From an optimization exercise on the open Yosys and OpenROAD flow, aimed at small area and a short achievable clock period; shortcuts taken in it are not production practice. At most, simulation tests tie the RTL to the original design; equivalence was not proved. Power and IR drop assume default switching activity.

==> try-zinc <==
==> flow/design.v <==
module cpu_top(
    input wire clk,
    input wire rst,
    output wire [63:0] imem_addr,
    input wire [31:0] imem_rdata,
    output wire [63:0] dmem_addr,
    output wire [63:0] dmem_wdata,
    output wire dmem_re,
    output wire dmem_we,
    input wire [63:0] dmem_rdata
);
    integer i, l;
    genvar gi;
    reg [63:0] pc;
    reg        id_valid;
    reg [31:0] id_ins;
    reg [31:1] id_oh1, id_oh2;      
    reg [63:0] ex_a, ex_b;
    reg [6:0]  ex_immhi;
    reg [4:0]  ex_immlo;
    reg        ex_alusrc;
    reg        ex_fa_mem, ex_fa_wb, ex_fb_mem, ex_fb_wb;
    reg        ex_sub, ex_sel_add, ex_sel_slt, ex_sel_sltu;
    reg        ex_sel_xor, ex_sel_or, ex_sel_and;
    reg        ex_sel_sh, ex_sh_left, ex_sh_arith;
    reg        ex_mr, ex_mw, ex_rw;
    reg [4:0]  ex_rd;
    reg [63:0] mem_alu, mem_wd;
    reg        mem_mr, mem_mw, mem_rw;
    reg [4:0]  mem_rd;
    reg [63:0] wb_data;
    reg        wb_rw;
    reg [4:0]  wb_rd;
    wire [6:0] opc = id_ins[6:0];
    wire [2:0] f3  = id_ins[14:12];
    wire [6:0] f7  = id_ins[31:25];
    wire [4:0] rs1 = id_ins[19:15];
    wire [4:0] rs2 = id_ins[24:20];
    wire [4:0] rd  = id_ins[11:7];
    wire is_r  = id_valid & (opc == 7'b0110011);
    wire is_i  = id_valid & (opc == 7'b0010011);
    wire is_ld = id_valid & (opc == 7'b0000011);
    wire is_st = id_valid & (opc == 7'b0100011);
    wire is_br = id_valid & (opc == 7'b1100011);
    wire d_rw  = is_r | is_i | is_ld;
    wire f7_zero = (f7 == 7'b0000000);
    wire f7_alt  = (f7 == 7'b0100000);
    wire d_add  = (f3 == 3'b000) & f7_zero;
    wire d_sub  = (f3 == 3'b000) & f7_alt;
    wire d_sll  = (f3 == 3'b001) & f7_zero;
    wire d_slt  = (f3 == 3'b010) & f7_zero;
    wire d_sltu = (f3 == 3'b011) & f7_zero;
    wire d_xor  = (f3 == 3'b100) & f7_zero;
    wire d_srl  = (f3 == 3'b101) & f7_zero;
    wire d_sra  = (f3 == 3'b101) & f7_alt;
    wire d_or   = (f3 == 3'b110) & f7_zero;
    wire d_and  = (f3 == 3'b111) & f7_zero;
    reg  [31:1] rf_valid;
    wire [63:0] rf_q [1:31];
    wire [31:1] sel1, sel2;
    generate
        for (gi = 1; gi < 32; gi = gi + 1) begin : rf
            reg [63:0] q;
            wire we = wb_rw & (wb_rd == gi);
            always @(posedge clk) begin
                if (we) q <= wb_data;
                if (rst) rf_valid[gi] <= 1'b0;
                else if (we) rf_valid[gi] <= 1'b1;
            end
            assign rf_q[gi] = q;
            assign sel1[gi] = rf_valid[gi] & id_oh1[gi];
            assign sel2[gi] = rf_valid[gi] & id_oh2[gi];
        end
    endgenerate
    wire [63:0] rv1, rv2;
    generate
        for (gi = 0; gi < 64; gi = gi + 1) begin : rdp
            wire [10:0] t1, t2;
            genvar k;
            for (k = 0; k < 10; k = k + 1) begin : g
                rf_aoi3 u1 (.a(rf_q[3*k+1][gi]), .b(rf_q[3*k+2][gi]), .c(rf_q[3*k+3][gi]),
                            .sa(sel1[3*k+1]), .sb(sel1[3*k+2]), .sc(sel1[3*k+3]), .y(t1[k]));
                rf_aoi3 u2 (.a(rf_q[3*k+1][gi]), .b(rf_q[3*k+2][gi]), .c(rf_q[3*k+3][gi]),
                            .sa(sel2[3*k+1]), .sb(sel2[3*k+2]), .sc(sel2[3*k+3]), .y(t2[k]));
            end
            assign t1[10] = ~(rf_q[31][gi] & sel1[31]);
            assign t2[10] = ~(rf_q[31][gi] & sel2[31]);
            assign rv1[gi] = ~&t1;
            assign rv2[gi] = ~&t2;
        end
    endgenerate
    wire ex_rd_nz = (ex_rd != 5'b0);
    wire hit1 = ex_rd_nz & (ex_rd == rs1);
    wire hit2 = ex_rd_nz & (ex_rd == rs2);
    wire stall = id_valid & (hit1 | hit2) & (ex_mr | is_br);
    wire eq = (rv1 == rv2);
    wire taken = is_br & (f3[2:1] == 2'b00) & (eq ^ f3[0]);
    wire [11:0] v12 = {id_ins[31], id_ins[7], id_ins[30:25], id_ins[11:8]};
    wire [12:0] w13 = {v12[11], v12} - 13'd4;
    wire        ws  = w13[12];
    wire [13:0] tlo = {1'b0, pc[12:0]} + {1'b0, w13};
    wire        tc  = tlo[13];
    reg [63:13] pinc, pdec;
    always @(*) begin
        pinc = 51'b0;
        pdec = 51'b0;
        for (i = 13; i < 64; i = i + 1) begin
            pinc[i] = 1'b1;
            pdec[i] = 1'b1;
            for (l = 13; l < i; l = l + 1) begin
                pinc[i] = pinc[i] & pc[l];
                pdec[i] = pdec[i] & ~pc[l];
            end
        end
    end
    wire        lo_all = &pc[12:2];
    wire [10:0] inc_lo = pc[12:2] + 11'd1;
    wire        t_inc = tc & ~ws;
    wire        t_dec = ~tc & ws;
    wire [63:0] tgt, pc4;
    assign tgt[12:0] = tlo[12:0];
    assign pc4[12:0] = {inc_lo, pc[1:0]};
    generate
        for (gi = 13; gi < 64; gi = gi + 1) begin : npc
            if (gi == 63)
                assign tgt[gi] = pc[gi] ^ ((pinc[gi] & t_inc) | (pdec[gi] & t_dec)) ^ id_ins[31];
            else
                assign tgt[gi] = pc[gi] ^ ((pinc[gi] & t_inc) | (pdec[gi] & t_dec));
            assign pc4[gi] = pc[gi] ^ (pinc[gi] & lo_all);
        end
    endgenerate
    wire [63:0] next_pc = taken ? tgt : pc4;
    always @(posedge clk) begin
        if (rst) pc <= 64'b0;
        else if (!stall) pc <= next_pc;
        if (rst | taken) id_valid <= 1'b0;
        else if (!stall) id_valid <= 1'b1;
        if (!stall) begin
            id_ins <= imem_rdata;
            for (i = 1; i < 32; i = i + 1) begin
                id_oh1[i] <= (imem_rdata[19:15] == i);
                id_oh2[i] <= (imem_rdata[24:20] == i);
            end
        end
    end
    wire flush = rst | stall | taken;
    always @(posedge clk) begin
        ex_a <= rv1;
        ex_b <= rv2;
        ex_immhi <= id_ins[31:25];
        ex_immlo <= is_st ? id_ins[11:7] : id_ins[24:20];
        ex_alusrc <= is_i | is_ld | is_st;
        ex_fa_mem <= ex_rw & ex_rd_nz & (ex_rd == rs1);
        ex_fb_mem <= ex_rw & ex_rd_nz & (ex_rd == rs2);
        ex_fa_wb  <= mem_rw & (mem_rd != 5'b0) & (mem_rd == rs1) & (ex_rd != rs1);
        ex_fb_wb  <= mem_rw & (mem_rd != 5'b0) & (mem_rd == rs2) & (ex_rd != rs2);
        ex_sub      <= d_sub | d_slt;
        ex_sel_add  <= d_add | d_sub;
        ex_sel_slt  <= d_slt;
        ex_sel_sltu <= d_sltu;
        ex_sel_xor  <= d_xor;
        ex_sel_or   <= d_or;
        ex_sel_and  <= d_and;
        ex_sel_sh   <= d_sll | d_srl | d_sra;
        ex_sh_left  <= d_sll;
        ex_sh_arith <= d_sra;
        if (flush) begin
            ex_mr <= 1'b0;
            ex_mw <= 1'b0;
            ex_rw <= 1'b0;
            ex_rd <= 5'b0;
        end else begin
            ex_mr <= is_ld;
            ex_mw <= is_st;
            ex_rw <= d_rw;
            ex_rd <= id_valid ? rd : 5'b0;
        end
    end
    wire [63:0] opa = ex_fa_mem ? mem_alu : (ex_fa_wb ? wb_data : ex_a);
    wire [63:0] opbf = ex_fb_mem ? mem_alu : (ex_fb_wb ? wb_data : ex_b);
    wire [63:0] imm = {{52{ex_immhi[6]}}, ex_immhi, ex_immlo};
    wire [63:0] opb = ex_alusrc ? imm : opbf;
    wire [63:0] bx = opb ^ {64{ex_sub}};
    wire [63:0] pp = opa ^ bx;
    wire [63:0] gg = opa & bx;
    reg  [63:0] G, P;
    always @(*) begin
        G = gg;
        P = pp;
        G[0] = gg[0] | (pp[0] & ex_sub);
        for (l = 0; l < 6; l = l + 1)
            for (i = 0; i < 64; i = i + 1)
                if (((i + 1) % (2 << l)) == 0) begin
                    G[i] = G[i] | (P[i] & G[i - (1 << l)]);
                    P[i] = P[i] & P[i - (1 << l)];
                end
        for (l = 4; l >= 0; l = l - 1)
            for (i = 0; i < 64; i = i + 1)
                if ((i >= (3 << l) - 1) && (((i + 1 - (1 << l)) % (2 << l)) == 0)) begin
                    G[i] = G[i] | (P[i] & G[i - (1 << l)]);
                    P[i] = P[i] & P[i - (1 << l)];
                end
    end
    wire [63:0] sum = pp ^ {G[62:0], ex_sub};
    wire slt  = (opa[63] & ~opb[63]) | (~(opa[63] ^ opb[63]) & ~G[63]);
    wire sltu = ~opa[0] & opb[0];
    reg [63:0] sh_in, sh_t, sh_out;
    wire sh_fill = ex_sh_arith & opa[63];
    always @(*) begin
        for (i = 0; i < 64; i = i + 1)
            sh_in[i] = ex_sh_left ? opa[63 - i] : opa[i];
        sh_t = sh_in;
        for (l = 0; l < 6; l = l + 1)
            if (opb[l])
                for (i = 0; i < 64; i = i + 1)
                    sh_t[i] = (i + (1 << l) < 64) ? sh_t[i + (1 << l)] : sh_fill;
        if (|opb[63:6]) sh_t = {64{sh_fill}};
        for (i = 0; i < 64; i = i + 1)
            sh_out[i] = ex_sh_left ? sh_t[63 - i] : sh_t[i];
    end
    wire [63:0] alu_res =
          ({64{ex_sel_add}} & sum)
        | ({64{ex_sel_sh}}  & sh_out)
        | ({64{ex_sel_xor}} & pp)
        | ({64{ex_sel_and}} & gg)
        | ({64{ex_sel_or}}  & (pp | gg))
        | {63'b0, (ex_sel_slt & slt) | (ex_sel_sltu & sltu)};
    always @(posedge clk) begin
        mem_alu <= alu_res;
        mem_wd  <= opbf;
        mem_rd  <= ex_rd;
        if (rst) begin
            mem_mr <= 1'b0;
            mem_mw <= 1'b0;
            mem_rw <= 1'b0;
        end else begin
            mem_mr <= ex_mr;
            mem_mw <= ex_mw;
            mem_rw <= ex_rw;
        end
        wb_data <= mem_mr ? dmem_rdata : mem_alu;
        wb_rd   <= mem_rd;
        if (rst) wb_rw <= 1'b0;
        else wb_rw <= mem_rw;
    end
    assign imem_addr  = pc;
    assign dmem_addr  = mem_alu;
    assign dmem_wdata = mem_wd;
    assign dmem_re    = mem_mr;
    assign dmem_we    = mem_mw;
endmodule
module rf_aoi3(input wire a, input wire b, input wire c,
               input wire sa, input wire sb, input wire sc, output wire y);
    assign y = ~((a & sa) | (b & sb) | (c & sc));
endmodule
==> flow/flow/run.sh <==
#!/bin/bash
# Standard ORFS layout, with repair_timing asked to leave 21 ns of setup slack
# at the design's period (the SDC is unchanged).
set -o pipefail
bash standard.sh SETUP_SLACK_MARGIN=21 finish > orfs_flow.log 2>&1
==> flow/standard.sh <==
#!/bin/bash
# synth_recipe.tcl (not shown) runs the flow's synth.tcl, then flattens the netlist and writes it again
# the make line also repeats each setting of config.mk as NAME=value (left out here)
make -C /OpenROAD-flow-scripts/flow DESIGN_CONFIG=/design/flow/config.mk WORK_HOME=/design/flow/orfs CLKGATE_MAP_FILE= SYNTH_SCRIPT=/design/flow/synth_recipe.tcl "${@:-finish}"
==> flow/config.mk <==
export PLATFORM = sky130hd
export DESIGN_NAME = cpu_top
export DESIGN_NICKNAME = cpu_top
export VERILOG_FILES = /design/flow/design.v
export SDC_FILE = /design/flow/constraint.sdc
export NUM_CORES = 4
export LEC_CHECK = 0
export CAP_MARGIN = 30
export CORE_MARGIN = 2
export CORE_UTILIZATION = 60
export CTS_CLUSTER_DIAMETER = 60
export CTS_CLUSTER_SIZE = 30
export PLACE_DENSITY = 0.7
export SLEW_MARGIN = 20
export SYNTH_HIERARCHICAL = 1
==> flow/constraint.sdc <==
create_clock -name core_clock -period 28.0 [get_ports {clk}]
set_input_delay 5.6000 -clock core_clock [delete_from_list [all_inputs] [get_ports {clk}]]
set_output_delay 5.6000 -clock core_clock [all_outputs]
set_load 0.01 [all_outputs]
==> try-indigo (differences from try-zinc) <==
--- a/flow/design.v
+++ b/flow/design.v
@@ -74,16 +74,17 @@
     endgenerate
     wire [63:0] rv1, rv2;
+    wire [32:0] sel1x = {1'b0, sel1, 1'b0};
+    wire [32:0] sel2x = {1'b0, sel2, 1'b0};
     generate
         for (gi = 0; gi < 64; gi = gi + 1) begin : rdp
             wire [10:0] t1, t2;
             genvar k;
-            for (k = 0; k < 10; k = k + 1) begin : g
-                rf_aoi3 u1 (.a(rf_q[3*k+1][gi]), .b(rf_q[3*k+2][gi]), .c(rf_q[3*k+3][gi]),
-                            .sa(sel1[3*k+1]), .sb(sel1[3*k+2]), .sc(sel1[3*k+3]), .y(t1[k]));
-                rf_aoi3 u2 (.a(rf_q[3*k+1][gi]), .b(rf_q[3*k+2][gi]), .c(rf_q[3*k+3][gi]),
-                            .sa(sel2[3*k+1]), .sb(sel2[3*k+2]), .sc(sel2[3*k+3]), .y(t2[k]));
-            end
-            assign t1[10] = ~(rf_q[31][gi] & sel1[31]);
-            assign t2[10] = ~(rf_q[31][gi] & sel2[31]);
+            for (k = 0; k < 11; k = k + 1) begin : g
+                wire qa = (k == 0) ? 1'b0 : rf_q[(k == 0) ? 1 : 3*k][gi];
+                wire qb = rf_q[3*k+1][gi];
+                wire qc = (k == 10) ? 1'b0 : rf_q[(k == 10) ? 1 : 3*k+2][gi];
+                rf_aoi3 u1 (.a(qa), .b(qb), .c(qc), .sa(sel1x[3*k]), .sb(sel1x[3*k+1]), .sc(sel1x[3*k+2]), .y(t1[k]));
+                rf_aoi3 u2 (.a(qa), .b(qb), .c(qc), .sa(sel2x[3*k]), .sb(sel2x[3*k+1]), .sc(sel2x[3*k+2]), .y(t2[k]));
+            end
             assign rv1[gi] = ~&t1;
             assign rv2[gi] = ~&t2;
@@ -116,19 +117,17 @@
     wire        lo_all = &pc[12:2];
     wire [10:0] inc_lo = pc[12:2] + 11'd1;
-    wire        t_inc = tc & ~ws;
-    wire        t_dec = ~tc & ws;
-    wire [63:0] tgt, pc4;
-    assign tgt[12:0] = tlo[12:0];
-    assign pc4[12:0] = {inc_lo, pc[1:0]};
+    wire        g_inc  = taken ? (tc & ~ws) : lo_all;
+    wire        g_dec  = taken & ~tc & ws;
+    wire [63:0] next_pc;
+    assign next_pc[12:0] = taken ? tlo[12:0] : {inc_lo, pc[1:0]};
     generate
         for (gi = 13; gi < 64; gi = gi + 1) begin : npc
             if (gi == 63)
-                assign tgt[gi] = pc[gi] ^ ((pinc[gi] & t_inc) | (pdec[gi] & t_dec)) ^ id_ins[31];
+                assign next_pc[gi] = pc[gi] ^ ((pinc[gi] & g_inc) | (pdec[gi] & g_dec))
+                                     ^ (taken & id_ins[31]);
             else
-                assign tgt[gi] = pc[gi] ^ ((pinc[gi] & t_inc) | (pdec[gi] & t_dec));
-            assign pc4[gi] = pc[gi] ^ (pinc[gi] & lo_all);
+                assign next_pc[gi] = pc[gi] ^ ((pinc[gi] & g_inc) | (pdec[gi] & g_dec));
         end
     endgenerate
-    wire [63:0] next_pc = taken ? tgt : pc4;
     always @(posedge clk) begin
         if (rst) pc <= 64'b0;
@@ -203,5 +202,5 @@
     end
     wire [63:0] sum = pp ^ {G[62:0], ex_sub};
-    wire slt  = (opa[63] & ~opb[63]) | (~(opa[63] ^ opb[63]) & ~G[63]);
+    wire slt  = (opa[63] & ~opb[63]) | (~(opa[63] ^ opb[63]) & sum[63]);
     wire sltu = ~opa[0] & opb[0];
     reg [63:0] sh_in, sh_t, sh_out;
==> flow/flow/run.sh (replaced) <==
#!/bin/bash
# Standard ORFS layout, with repair_timing asked to leave 20 ns of setup slack
# at the design's period (the SDC is unchanged).
set -o pipefail
bash standard.sh SETUP_SLACK_MARGIN=20 finish > orfs_flow.log 2>&1
CORE_UTILIZATION = 30   (was 60)
CTS_CLUSTER_DIAMETER = unset   (was 60)
CTS_CLUSTER_SIZE = unset   (was 30)
PLACE_DENSITY = 0.45   (was 0.7)
==> try-fjord (differences from try-zinc) <==
--- a/flow/design.v
+++ b/flow/design.v
@@ -74,16 +74,17 @@
     endgenerate
     wire [63:0] rv1, rv2;
+    wire [32:0] sel1x = {1'b0, sel1, 1'b0};
+    wire [32:0] sel2x = {1'b0, sel2, 1'b0};
     generate
         for (gi = 0; gi < 64; gi = gi + 1) begin : rdp
             wire [10:0] t1, t2;
             genvar k;
-            for (k = 0; k < 10; k = k + 1) begin : g
-                rf_aoi3 u1 (.a(rf_q[3*k+1][gi]), .b(rf_q[3*k+2][gi]), .c(rf_q[3*k+3][gi]),
-                            .sa(sel1[3*k+1]), .sb(sel1[3*k+2]), .sc(sel1[3*k+3]), .y(t1[k]));
-                rf_aoi3 u2 (.a(rf_q[3*k+1][gi]), .b(rf_q[3*k+2][gi]), .c(rf_q[3*k+3][gi]),
-                            .sa(sel2[3*k+1]), .sb(sel2[3*k+2]), .sc(sel2[3*k+3]), .y(t2[k]));
-            end
-            assign t1[10] = ~(rf_q[31][gi] & sel1[31]);
-            assign t2[10] = ~(rf_q[31][gi] & sel2[31]);
+            for (k = 0; k < 11; k = k + 1) begin : g
+                wire qa = (k == 0) ? 1'b0 : rf_q[(k == 0) ? 1 : 3*k][gi];
+                wire qb = rf_q[3*k+1][gi];
+                wire qc = (k == 10) ? 1'b0 : rf_q[(k == 10) ? 1 : 3*k+2][gi];
+                rf_aoi3 u1 (.a(qa), .b(qb), .c(qc), .sa(sel1x[3*k]), .sb(sel1x[3*k+1]), .sc(sel1x[3*k+2]), .y(t1[k]));
+                rf_aoi3 u2 (.a(qa), .b(qb), .c(qc), .sa(sel2x[3*k]), .sb(sel2x[3*k+1]), .sc(sel2x[3*k+2]), .y(t2[k]));
+            end
             assign rv1[gi] = ~&t1;
             assign rv2[gi] = ~&t2;
@@ -116,19 +117,17 @@
     wire        lo_all = &pc[12:2];
     wire [10:0] inc_lo = pc[12:2] + 11'd1;
-    wire        t_inc = tc & ~ws;
-    wire        t_dec = ~tc & ws;
-    wire [63:0] tgt, pc4;
-    assign tgt[12:0] = tlo[12:0];
-    assign pc4[12:0] = {inc_lo, pc[1:0]};
+    wire        g_inc  = taken ? (tc & ~ws) : lo_all;
+    wire        g_dec  = taken & ~tc & ws;
+    wire [63:0] next_pc;
+    assign next_pc[12:0] = taken ? tlo[12:0] : {inc_lo, pc[1:0]};
     generate
         for (gi = 13; gi < 64; gi = gi + 1) begin : npc
             if (gi == 63)
-                assign tgt[gi] = pc[gi] ^ ((pinc[gi] & t_inc) | (pdec[gi] & t_dec)) ^ id_ins[31];
+                assign next_pc[gi] = pc[gi] ^ ((pinc[gi] & g_inc) | (pdec[gi] & g_dec))
+                                     ^ (taken & id_ins[31]);
             else
-                assign tgt[gi] = pc[gi] ^ ((pinc[gi] & t_inc) | (pdec[gi] & t_dec));
-            assign pc4[gi] = pc[gi] ^ (pinc[gi] & lo_all);
+                assign next_pc[gi] = pc[gi] ^ ((pinc[gi] & g_inc) | (pdec[gi] & g_dec));
         end
     endgenerate
-    wire [63:0] next_pc = taken ? tgt : pc4;
     always @(posedge clk) begin
         if (rst) pc <= 64'b0;
@@ -203,5 +202,5 @@
     end
     wire [63:0] sum = pp ^ {G[62:0], ex_sub};
-    wire slt  = (opa[63] & ~opb[63]) | (~(opa[63] ^ opb[63]) & ~G[63]);
+    wire slt  = (opa[63] & ~opb[63]) | (~(opa[63] ^ opb[63]) & sum[63]);
     wire sltu = ~opa[0] & opb[0];
     reg [63:0] sh_in, sh_t, sh_out;
CORE_UTILIZATION = 50   (was 60)
CTS_CLUSTER_DIAMETER = unset   (was 60)
CTS_CLUSTER_SIZE = unset   (was 30)
PLACE_DENSITY = 0.6   (was 0.7)
==> try-onyx (differences from try-zinc) <==
--- a/flow/design.v
+++ b/flow/design.v
@@ -74,16 +74,17 @@
     endgenerate
     wire [63:0] rv1, rv2;
+    wire [32:0] sel1x = {1'b0, sel1, 1'b0};
+    wire [32:0] sel2x = {1'b0, sel2, 1'b0};
     generate
         for (gi = 0; gi < 64; gi = gi + 1) begin : rdp
             wire [10:0] t1, t2;
             genvar k;
-            for (k = 0; k < 10; k = k + 1) begin : g
-                rf_aoi3 u1 (.a(rf_q[3*k+1][gi]), .b(rf_q[3*k+2][gi]), .c(rf_q[3*k+3][gi]),
-                            .sa(sel1[3*k+1]), .sb(sel1[3*k+2]), .sc(sel1[3*k+3]), .y(t1[k]));
-                rf_aoi3 u2 (.a(rf_q[3*k+1][gi]), .b(rf_q[3*k+2][gi]), .c(rf_q[3*k+3][gi]),
-                            .sa(sel2[3*k+1]), .sb(sel2[3*k+2]), .sc(sel2[3*k+3]), .y(t2[k]));
-            end
-            assign t1[10] = ~(rf_q[31][gi] & sel1[31]);
-            assign t2[10] = ~(rf_q[31][gi] & sel2[31]);
+            for (k = 0; k < 11; k = k + 1) begin : g
+                wire qa = (k == 0) ? 1'b0 : rf_q[(k == 0) ? 1 : 3*k][gi];
+                wire qb = rf_q[3*k+1][gi];
+                wire qc = (k == 10) ? 1'b0 : rf_q[(k == 10) ? 1 : 3*k+2][gi];
+                rf_aoi3 u1 (.a(qa), .b(qb), .c(qc), .sa(sel1x[3*k]), .sb(sel1x[3*k+1]), .sc(sel1x[3*k+2]), .y(t1[k]));
+                rf_aoi3 u2 (.a(qa), .b(qb), .c(qc), .sa(sel2x[3*k]), .sb(sel2x[3*k+1]), .sc(sel2x[3*k+2]), .y(t2[k]));
+            end
             assign rv1[gi] = ~&t1;
             assign rv2[gi] = ~&t2;
@@ -116,19 +117,17 @@
     wire        lo_all = &pc[12:2];
     wire [10:0] inc_lo = pc[12:2] + 11'd1;
-    wire        t_inc = tc & ~ws;
-    wire        t_dec = ~tc & ws;
-    wire [63:0] tgt, pc4;
-    assign tgt[12:0] = tlo[12:0];
-    assign pc4[12:0] = {inc_lo, pc[1:0]};
+    wire        g_inc  = taken ? (tc & ~ws) : lo_all;
+    wire        g_dec  = taken & ~tc & ws;
+    wire [63:0] next_pc;
+    assign next_pc[12:0] = taken ? tlo[12:0] : {inc_lo, pc[1:0]};
     generate
         for (gi = 13; gi < 64; gi = gi + 1) begin : npc
             if (gi == 63)
-                assign tgt[gi] = pc[gi] ^ ((pinc[gi] & t_inc) | (pdec[gi] & t_dec)) ^ id_ins[31];
+                assign next_pc[gi] = pc[gi] ^ ((pinc[gi] & g_inc) | (pdec[gi] & g_dec))
+                                     ^ (taken & id_ins[31]);
             else
-                assign tgt[gi] = pc[gi] ^ ((pinc[gi] & t_inc) | (pdec[gi] & t_dec));
-            assign pc4[gi] = pc[gi] ^ (pinc[gi] & lo_all);
+                assign next_pc[gi] = pc[gi] ^ ((pinc[gi] & g_inc) | (pdec[gi] & g_dec));
         end
     endgenerate
-    wire [63:0] next_pc = taken ? tgt : pc4;
     always @(posedge clk) begin
         if (rst) pc <= 64'b0;
@@ -203,5 +202,5 @@
     end
     wire [63:0] sum = pp ^ {G[62:0], ex_sub};
-    wire slt  = (opa[63] & ~opb[63]) | (~(opa[63] ^ opb[63]) & ~G[63]);
+    wire slt  = (opa[63] & ~opb[63]) | (~(opa[63] ^ opb[63]) & sum[63]);
     wire sltu = ~opa[0] & opb[0];
     reg [63:0] sh_in, sh_t, sh_out;
==> flow/run.sh (new file) <==
#!/bin/bash
# synth_recipe.tcl (not shown) runs the flow's synth.tcl, then flattens the netlist and writes it again
# the make line also repeats each setting of config.mk as NAME=value (left out here)
make -C /OpenROAD-flow-scripts/flow DESIGN_CONFIG=/design/flow/config.mk WORK_HOME=/design/flow/orfs CLKGATE_MAP_FILE= SYNTH_SCRIPT=/design/flow/synth_recipe.tcl finish
CORE_UTILIZATION = 30   (was 60)
CTS_CLUSTER_DIAMETER = unset   (was 60)
CTS_CLUSTER_SIZE = unset   (was 30)
PLACE_DENSITY = 0.45   (was 0.7)
removed: flow/flow/run.sh
removed: flow/standard.sh
==> results.txt <==
| metric | try-zinc | try-onyx | try-indigo | try-fjord |
|---|---|---|---|---|
| Status | complete, no violations | complete, no violations | complete, no violations | complete, no violations |
| Largest net degree at the start of global routing | 101 | 77 | 77 | 79 |
| Number of inverters outside the clock class in the layout | 227 | 232 | 232 | 232 |
| Proportion of synthesized chip area in sequential cells | 0.6372 | 0.6476 | 0.6476 | 0.6476 |
| Vias | 94.20k | 90.49k | 90.40k | 93.52k |
| Unrepaired setup endpoints after global routing | true | false | false | true |
| Routability Congestion | 1.047 | 0.9573 | 0.9573 | 0.9986 |
| Worst Slack Setup Final | 20.88 ns | 19.80 ns | 20.00 ns | 20.76 ns |
| Fraction of cell area in non-clock buffers | 0.05057 | 0.04310 | 0.04348 | 0.05389 |
| Cell-internal power | 5.219 mW | 6.479 mW | 6.479 mW | 6.386 mW |
| Wire length of the first global-routing pass | 681800 µm | 745200 µm | 745200 µm | 708400 µm |
| Average detailed-routed wire length per instance | 45.24 µm | 40.42 µm | 40.43 µm | 43.36 µm |
| Data arrival time of the critical path | 1.52 ns | 9.01 ns | 2.40 ns | 1.64 ns |
| Initial detailed-routing violation count | 27.72k | 22.08k | 21.98k | 26.91k |
| Number of buffers and inverters on the critical path | 2 | 3 | 1 | 1 |
| Static leakage power | 49.35 nW | 49.05 nW | 49.08 nW | 50.20 nW |
| Met2 routing resource usage after global routing | 0.6983 | 0.4384 | 0.4384 | 0.6425 |
| Final core area utilization | 0.6879 | 0.3626 | 0.3628 | 0.6034 |
| Power consumed by the clock network | 2.64 mW | 3.83 mW | 3.83 mW | 3.65 mW |
| Detailed-routing iteration count for the pre-antenna-repair pass | 23 | 14 | 14 | 17 |
The RTL of try-indigo, try-fjord and try-onyx was laid out without a check of its function.

[afterwards: timing with drivers on the ports]
How much do the figures lean on ideal ports? The routed layouts below were timed once more, with nothing changed but the port constraints.
Step 1 sets driving cells, clkbuf_16 on the clock port and buf_2 on the other inputs (assumed; they add their load-dependent delay and slew).
Step 2 also shifts input and output timing later by t, the mid clock arrival at the registers, as if the neighbouring blocks saw the same clock.
a / b / c = ideal / step 1 / step 2; a / b = the first two.
| run | t (ns) | slack for setup (ns) | worst hold slack (ns) | latest minus earliest clock arrival (ns) |
|---|---|---|---|---|
| try-zinc | 0.976 | 20.885 / 20.792 / 20.324 | 0.419 / 0.419 / 0.419 | 0.093 / 0.093 |
| try-indigo | 1.024 | 20.003 / 19.892 / 20.361 | 0.404 / 0.404 / 0.404 | 0.077 / 0.077 |
| try-fjord | 1.025 | 20.764 / 20.658 / 20.381 | 0.402 / 0.402 / 0.402 | 0.074 / 0.074 |
| try-onyx | 1.020 | 19.802 / 19.802 / 19.802 | 0.403 / 0.403 / 0.403 | 0.075 / 0.075 |
After both steps setup and hold are still met in every run listed. The setup slack of try-zinc, which loses most, moves by -0.093 ns with the drivers and by -0.561 ns with both steps.
